From an optimization exercise on the open Yosys and OpenROAD flow, aimed at small area; shortcuts taken in it are not production practice.
Only simulation tests tie the RTL to the original design; equivalence was not proved.
Power figures rest on the tool's default switching activity, not on a simulated workload.

`design.v`:
```
module key_debouce(
    input wire clk,
	 input wire rst_n,
	 input wire key,
	 output reg flag,
	 output reg key_value
);
parameter  cnt_max = 10'd1_000;
reg [9:0] cnt_delay;
reg key_reg;
always@(posedge clk or negedge rst_n)begin
   if(!rst_n)begin
	  key_reg<=1'b1;
	  cnt_delay<=10'd0;
	end
	else begin
	  key_reg <=key; 
   if(key_reg == 1'b1 && key ==1'b0)begin
	  cnt_delay<=cnt_max;
    end
	 else if(cnt_delay<=10'd0)begin
	   cnt_delay<=10'd0;
    end
	 else begin
	 cnt_delay<=cnt_delay - 1'd1;
    end
  end
end
always@(posedge clk or negedge rst_n)begin
  if(!rst_n)begin
  flag<=1'b0;
  end
  else if(cnt_delay == 10'd1)begin
  flag<=1'b1;
  end
  else begin
    flag<=1'b0;
  end
end
always@(posedge clk or negedge rst_n)begin
  if(!rst_n)begin
    key_value<=1'd1;
	 end
	else if(cnt_delay ==10'd1)begin
	  key_value<=key;
	  end
	else begin
	  key_value<=key_value;
 end
end
endmodule
module key_count(
   input wire clk,
	input wire rst_n,
	input wire [1:0] key,
	output reg [19:0] number,
	output reg [1:0] number_zhuangtai
);
always@(posedge clk or negedge rst_n)begin
  if(!rst_n)begin
  number<=20'd0;
  end
  else if(key[0])begin
  number<=number+3'd5;
  end
  else if(key[1])begin
  number<=number+4'd10;
  end
  else if(number>=5'd30)begin
  number<=3'd5;
  end
  else if(number==5'd25)begin
  number<=20'd0;
  end
  else begin
  number<=number;
  end
end
reg[16:0] cnt;
always @(posedge clk or negedge rst_n)begin
if(!rst_n)begin
    cnt<=1'b0;
	 number_zhuangtai<=1'b0;
end
else if (number == 5'd25)begin
        cnt<=1'b0;
		  number_zhuangtai<=1'b1;
end
else if (number == 5'd30)begin
        cnt<=1'b0;
		  number_zhuangtai<=2'b11;
end
else if(cnt==17'd100_000 -1)begin
	     cnt<=1'b0;
		  number_zhuangtai<=1'b0;
end
else begin
	     cnt<=cnt+1'b1;
		  number_zhuangtai<=number_zhuangtai;
end
end
endmodule
module seg_decode(
  input wire clk,
  input wire rst_n,
  input wire [5:0] sel,
  input wire [19:0] number,
  output reg [7:0] seg
);
reg [3:0] seg_value;
always@(*)begin
  case(sel)
     6'b011111: seg_value = number%10;
     6'b101111: seg_value = (number%100)/10;
	  default:seg_value=4'd0;
	  endcase
  end
always@(*)begin
if (sel==6'b011111)begin
  case(seg_value)
			4'd0:		   seg <= 8'b1100_0000; 
			4'd1:		   seg <= 8'b1111_1001; 
			4'd2: 		seg <= 8'b1010_0100; 
			4'd3: 		seg <= 8'b1011_0000; 
			4'd4: 		seg <= 8'b1001_1001; 
			4'd5: 		seg <= 8'b1001_0010; 
			4'd6: 		seg <= 8'b1000_0010; 
			4'd7: 		seg <= 8'b1111_1000; 
			4'd8: 		seg <= 8'b1000_0000; 
			4'd9:    	seg <= 8'b1001_0000; 
        default:     seg <= 8'b1100_0000;
  endcase
  end
  else if(sel==6'b101111)begin
    case(seg_value)
			4'd0:		   seg <= 8'b0100_0000; 
			4'd1:		   seg <= 8'b0111_1001; 
			4'd2: 		seg <= 8'b0010_0100; 
			4'd3: 		seg <= 8'b1011_0000; 
			4'd4: 		seg <= 8'b1001_1001; 
			4'd5: 		seg <= 8'b1001_0010; 
			4'd6: 		seg <= 8'b1000_0010; 
			4'd7: 		seg <= 8'b1111_1000; 
			4'd8: 		seg <= 8'b1000_0000; 
			4'd9:    	seg <= 8'b1001_0000; 
        default:     seg <= 8'b1100_0000;
  endcase
 end
 else begin
     seg<= 8'b0100_0000;
 end
end
endmodule
module sel_driver(
    input wire clk,
	 input wire rst_n,
	 output reg [5:0]sel
);
parameter max_num=10'd999;
reg[9:0] cnt;
always@(posedge clk or negedge rst_n)begin
    if(!rst_n)begin
	   cnt<=10'd0;
	 end
	 else if(cnt==max_num)begin
	   cnt<=10'd0;
	 end
	 else begin
	   cnt<=cnt +1'd1;
		end
end
always@(posedge clk or negedge rst_n)begin
  if(!rst_n)begin
  sel<=6'b011111;
 end
 else if(cnt==max_num)begin
   sel<={sel[0],sel[5:1]};
	end
  else begin
    sel<=sel;
	end
end
endmodule
module led(
       input wire clk,  
		 input wire rst_n,
		 input wire [1:0] number_zhuangtai,
		 output reg [3:0] led
);
reg[13:0] cnt;
reg [1:0]  flag;
always @(posedge clk or negedge rst_n)begin
if(!rst_n)
    cnt<=1'b0;
else
    if(cnt==14'd10_000 -1)
	     cnt<=1'b0;
	 else 
	     cnt<=cnt+1'b1;
end
always @(posedge clk or negedge rst_n)begin
      if(!rst_n)
		   flag<=1'b0;
		else if(cnt==14'd10_000 -1)
		    flag<=flag+1'b1;
		else 
		     flag<=flag;
end
always @(posedge clk or negedge rst_n)begin
      if(!rst_n)
		    led<=4'b1111;
		else if(number_zhuangtai==2'b11)begin
		    case(flag) 
			      2'b00: led<=4'b0001;
					2'b01: led<=4'b0010;
					2'b10: led<=4'b0100;
					2'b11: led<=4'b1000;
					default : led<=4'b1111;
			 endcase
		end
		else if(number_zhuangtai == 1'b1) begin
		    case(flag) 
			      2'b00: led<=4'b1111;
					2'b01: led<=4'b0000;
					2'b10: led<=4'b1111;
					2'b11: led<=4'b0000;
			 default : led<=4'b1111;
			 endcase
		end
		else begin
		    led <=4'b0000;
		end
end
endmodule 
module beep(
     input wire clk,
	  input wire rst_n,
	  input wire [1:0] number_zhuangtai,
	  output reg beep
);
reg[13:0] cnt;
reg [1:0]  flag;
always @(posedge clk or negedge rst_n)begin
if(!rst_n)
    cnt<=1'b0;
else
    if(cnt==14'd10_000 -1)
	     cnt<=1'b0;
	 else 
	     cnt<=cnt+1'b1;
end
always @(posedge clk or negedge rst_n)begin
      if(!rst_n)
		   flag<=1'b0;
		else if(cnt==14'd10_000 -1)
		    flag<=flag+1'b1;
		else 
		     flag<=flag;
end
always @(posedge clk or negedge rst_n)begin
      if(!rst_n)begin
		   beep<=1'b1;
		end
		else if(number_zhuangtai ==1'b1)begin
		case(flag) 
			      2'b00: beep<=1'b1;
					2'b01: beep<=1'b0;
					2'b10: beep<=1'b1;
					2'b11: beep<=1'b0;
					default : beep<=1'b0;
			 endcase
		end
		else if(number_zhuangtai ==2'b11)begin
		case(flag) 
			      2'b00: beep<=1'b0;
					2'b01: beep<=1'b0;
					2'b10: beep<=1'b1;
					2'b11: beep<=1'b1;
					default : beep<=1'b0;
			 endcase
		end
		else begin
		   beep<=1'b1;
		end
end
endmodule 
module key_counter_top(
   input wire clk,
	input wire rst_n,
	input wire [1:0] key,
	output wire [5:0] sel,
	output wire [7:0] seg,
	output wire [3:0] numberled,
	output wire number_beep
);
wire [1:0] flag;
wire [1:0] key_value;
wire [19:0] number;
wire [1:0] number_zhuangtai;
key_count key_count_inst(
.clk(clk),
.rst_n(rst_n),
.key({flag[1]&&~key_value[1],flag[0]&&~key_value[0]}),
.number(number),
.number_zhuangtai(number_zhuangtai)
);
seg_decode seg_decode_inst(
.clk(clk),
.rst_n(rst_n),
.sel(sel),
.number(number),
.seg(seg)
);
sel_driver sel_driver_inst(
.clk(clk),
.rst_n(rst_n),
.sel(sel)
);
key_debouce key_debouce1(
.clk(clk),
.rst_n(rst_n),
.key(key[0]),
.flag(flag[0]),
.key_value(key_value[0])
);
key_debouce key_debouce2(
.clk(clk),
.rst_n(rst_n),
.key(key[1]),
.flag(flag[1]),
.key_value(key_value[1])
);
led number_led(
.clk(clk),
.rst_n(rst_n),
.number_zhuangtai(number_zhuangtai),
.led(numberled)
);
beep numberbeep(
.clk(clk),
.rst_n(rst_n),
.number_zhuangtai(number_zhuangtai),
.beep(number_beep)
);
endmodule
```
`config.mk`:
```
export PLATFORM = sky130hd
export DESIGN_NAME = key_counter_top
export DESIGN_NICKNAME = key_counter_top
export VERILOG_FILES = /design/flow/design.v
export SDC_FILE = /design/flow/constraint.sdc
export NUM_CORES = 4
export LEC_CHECK = 0
export CAP_MARGIN = 20
export CORE_MARGIN = 2
export CORE_UTILIZATION = 40
export SLEW_MARGIN = 20
```
`constraint.sdc`:
```
create_clock -name core_clock -period 70.0 [get_ports {clk}]
set_input_delay 14.0000 -clock core_clock [delete_from_list [all_inputs] [get_ports {clk}]]
set_output_delay 14.0000 -clock core_clock [all_outputs]
set_load 0.01 [all_outputs]
```
`run.sh`:
```
#!/bin/bash
# synth_recipe.tcl (not shown) runs the flow's synth.tcl, then flattens the netlist and writes it again
# the make line also repeats each setting of config.mk as NAME=value (left out here)
make -C /OpenROAD-flow-scripts/flow DESIGN_CONFIG=/design/flow/config.mk WORK_HOME=/design/flow/orfs CLKGATE_MAP_FILE= SYNTH_SCRIPT=/design/flow/synth_recipe.tcl finish
```
==> summary.txt <==
==> worst max-delay path, delay by kind of cell, from the launching register on <==
family / cells / cell delay [ns]
multiplexers: 6 / 2.31
adder cells (fa/ha/maj): 3 / 0.96
buffers and inverters: 4 / 1.45
AND/OR/NAND/NOR: 16 / 6.30
XOR/XNOR: 2 / 1.02
AO/OA/AOI/OAI: 32 / 11.26
flip-flops: 1 / 0.80
==> cell usage after synthesis, drive strengths merged, types with 16 or more instances <==
cell	n	area, um^2
o21a	31	235.2
a211oi	47	390.4
nand2	304	1146
or3	39	244.0
ha	29	362.9
xor2	65	584.3
or4	22	165.2
inv	62	232.7
and3	61	386.6
o31ai	32	259.0
a21boi	16	138.9
nand2b	39	251.5
nor4	45	342.8
buf	58	284.0
nand4	44	281.5
nor3	105	568.1
a21o	35	262.8
a221oi	17	172.7
o2111ai	23	214.0
xnor2	177	1580
a211o	19	166.4
nor2	303	1142
mux2	23	266.5
o221ai	16	152.7
o211ai	72	565.5
clkbuf	85	319.1
a2111oi	19	219.0
nor2b	17	106.4
or2	36	225.2
dfrtp	104	2603
o22ai	30	200.2
nand3	151	760.7
mux2i	58	588.1
o21ai	204	1044
and2	45	281.5
o211a	21	210.2
a21oi	174	908.4
a31oi	69	452.9
==> cells by family (layout without fill, tap and decap cells) <==
group                      after synthesis  in the layout  share of synthesized area (%)
and+or+nand+nor                       1279           1279                          30.78
buffers and inverters                  209            156                          4.023
other                                    0              1                              0
DFF                                    118            118                          14.05
muxes                                   81             81                          4.041
adders and majority gates               34             34                          1.958
xor gates and xnor gates               242            242                          10.24
AOI/OAI and AO/OA                     1012           1012                          34.91
==> power by group through the flow <==
| stage | Sequential (mW) | Combinational [mW] | Clock, mW |
|---|---|---|---|
| final | 0.0740 | 0.00941 | 0.0776 |
| after global routing | 0.0745 | 0.0110 | 0.0827 |
| after CTS | 0.0739 | 0.00968 | 0.0794 |
| after detailed placement | 0.0750 | 0.00957 | 0 |
| after global placement | 0.0748 | 0.00941 | 0 |
| after floorplan | 0.0745 | 0.00677 | 0 |
==> per-layer routing <==
layer | vias up | track usage (%) | wire (um)
met5 | - | 0 | 0
met1 | 11620 | 38.06 | 34470
li1 | 11260 | - | -
met2 | 1082 | 44.06 | 34990
met4 | 0 | 10.30 | 2703
met3 | 156 | 3.332 | 5682
==> final timing paths <==
| path | start | end | cells past startpoint |
|---|---|---|---|
| worst max-delay path | key_count_inst.number[2] | seg[7] | 63 |
| worst max register to register | key_count_inst.number[2] | key_count_inst.number[16] | 39 |
| worst min-delay path | sel_driver_inst.sel[3] | sel_driver_inst.sel[2] | 2 |
| max in group asynchronous | rst_n | key_debouce1.cnt_delay[2] | 2 |
| min in group asynchronous | rst_n | key_count_inst.cnt[9] | 1 |
| worst min register to register | sel_driver_inst.sel[3] | sel_driver_inst.sel[2] | 2 |
==> final cells by class <==
type | count | share of cell area [%]
inverter | 66 | 1.104
tap | 688 | 3.837
antenna | 1 | 0.01115
clock buffer | 27 | 2.242
timing repair buffer | 58 | 2.175
sequential | 118 | 13.24
multi-input combinational | 2648 | 77.28
clock inverter | 5 | 0.1115
==> metrics by stage <==
stage	cells	utilization, %	worst slack (ns)	hold WS [ns]	instance area (um^2)
after floorplan	2975	-	38.63	0.4414	21150
after global placement	3578	41.75	32.47	0.4624	21900
after detailed placement	3578	41.77	32.47	0.4642	21900
after CTS	3610	42.77	31.96	0.4707	22430
after global routing	3610	42.77	29.82	0.4878	22430
final	3611	42.78	31.44	0.4730	22440
==> key figures <==
Clock network
  – Cts hold-fix bufs: 0
  – Max clock buf depth: 2
  – Later-pin clock latency in the skew report: around 0.41 ns
  – CTS buffer count: 17
  – CTS resizes: 0
  – Worst-path clk slew: roughly 0.050 ns
  – Clock root buffer: clkbuf_16
  – H-tree Lvls: 4
  – TritonCTS clock tree: built
  – Clock Sinks: 118
  – Setup repair bufs after CTS: 0

Floorplan
  – Core Region: 52450 um^2
  – Row count: 84
  – Initial Utilization: 40.32%
  – Die area: 54730 um^2
  – Die Y: 233.9 um
  – Die Wd: 233.9 um
  – Top Ports: 23

STA
  – Fin crit period: 38.56 ns
  – Worst Max-Slew Pin Slew: around 1.1 ns
  – Period Utilization, post-route: ~55%
  – Relative slew slack: 22.11%
  – Final Hold Fails: 0
  – Setup TNS: 0 ns
  – Fin. max-slew vios: 0
  – Fmax: 25.93 MHz
  – Clock skew: about 0.011 ns
  – RSZ-0062 raised after global routing: false
  – Final setup vio count: 0

Pwr
  – Sw Pwr: 0.03692 mW
  – LEAKAGE: 8.423 nW
  – IR drop worst, VDD: 23.06 uV
  – Clock share of power: 48.2%
  – Cell Pwr Density: a little over 7 nW/um^2
  – Power Total: 0.1609 mW
  – Logic gate share of total power: 5.8%
  – Switching part of the total: 22.94%
  – Seq pwr share: 46.0%
  – Pint: 0.1240 mW

Place
  – IO buf count: 22
  – Hpwl dp: 59470 um
  – GP Congestion: 1.011

Cells and area
  – Nets@finish: 2942
  – Max reg flops: 20
  – Area grow syn2layout: 6.088%
  – Commonest non-fill, non-tap cells in the layout: 302 x nand2_1, 301 x nor2_1, 173 x xnor2_1, 166 x a21oi_1, 161 x o21ai_0
  – Largest regs: key_count_inst.number x20, key_count_inst.cnt x17
  – Reg with most FFs: key_count_inst.number
  – Layout cells sized above 1: 8.179%
  – Sequential cell area: 2970 um^2
  – Area occupied by multi-input gates: 17340 um^2
  – Most common cell after layout, fill and taps aside: nand2_1
  – Fillers: 5360

Synth
  – Synth unique cells: 140
  – Syn avg cell area: 7.108 um^2
  – Number of enable flip-flop cells after synthesis: 0
  – Synth Warn #: 6
  – Asr flop ratio synth: between 90% and 100%
  – Post-synthesis sequential area ratio: between 10% and 20%
  – Syn nets: 3008
  – Top FF cell, synth: dfrtp_1
  – Yosys reg bits: 118
  – Cells after synthesis: between 2000 and 3000
  – Synthesized area: roughly 21000 um^2

Status
  – Status: no timing/DRC/antenna violations

Global route
  – Largest net degree at the start of global routing: between 70 and 80
  – Total GRT Usage: 27.60%
  – Congestion Overflow GR: 0
  – Initial antenna violation count: 1
  – Vias in the first global route: 22440
  – First-pass GRT wire length: approximately 120000 um

Routing
  – Total Wirelength: 77850 um
  – Drt drc: 0
  – Routed via count: 24120
  – First drt pass iteration count: 6
  – DR iter-0 viols: 2365
  – Vias per cell: approximately 6.7
  – Routed Antenna Nets: 0
  – Wire per inst: 21.56 um

Setup path
  – CP arrival: 24.56 ns
  – CP max-delay cell: a2111oi_0
  – Worst Path Class, Setup: flip-flop to output port
  – Worst Path Required: 56.00 ns
  – Worst setup SP type: flip-flop
  – Flop2flop setup slack: 54.94 ns
  – Setup crit end kind: output port
  – CP most frequent cell: mux2i_1
  – Critical Path Fanout Max: 24
  – Worst path max stage delay: approximately 0.98 ns

Worst hold path
  – Worst Hold Class: flip-flop to flip-flop

Job
  – Max_cap viols: 0

## separate check: timing with driven ports
In the flow no input, the clock included, has a driving cell. The finished layout below was timed again as built, in two steps.
Step 1 (the two cells are an assumption about what drives the block):
set clk [get_ports {clk}]
set_driving_cell -lib_cell sky130_fd_sc_hd__clkbuf_16 $clk
set_driving_cell -lib_cell sky130_fd_sc_hd__buf_2 [delete_from_list [all_inputs] $clk]
Step 2 moves the port delays by t, midway between the first and last clock arrival at a register: inputs arrive t later, outputs are due t later. That takes back most of the time a late clock gives input paths.
a / b / c = ideal ports / drivers / drivers and shift; a / b = the first two.
t, ns: 0.443
setup slack, ns: 31.438 / 31.399 / 31.842
worst data-port slew with drivers (ns): 0.03
After both steps setup and hold are still met in this run. For this run, drivers alone change the setup slack by -0.039 ns; drivers and shift together by +0.404 ns.
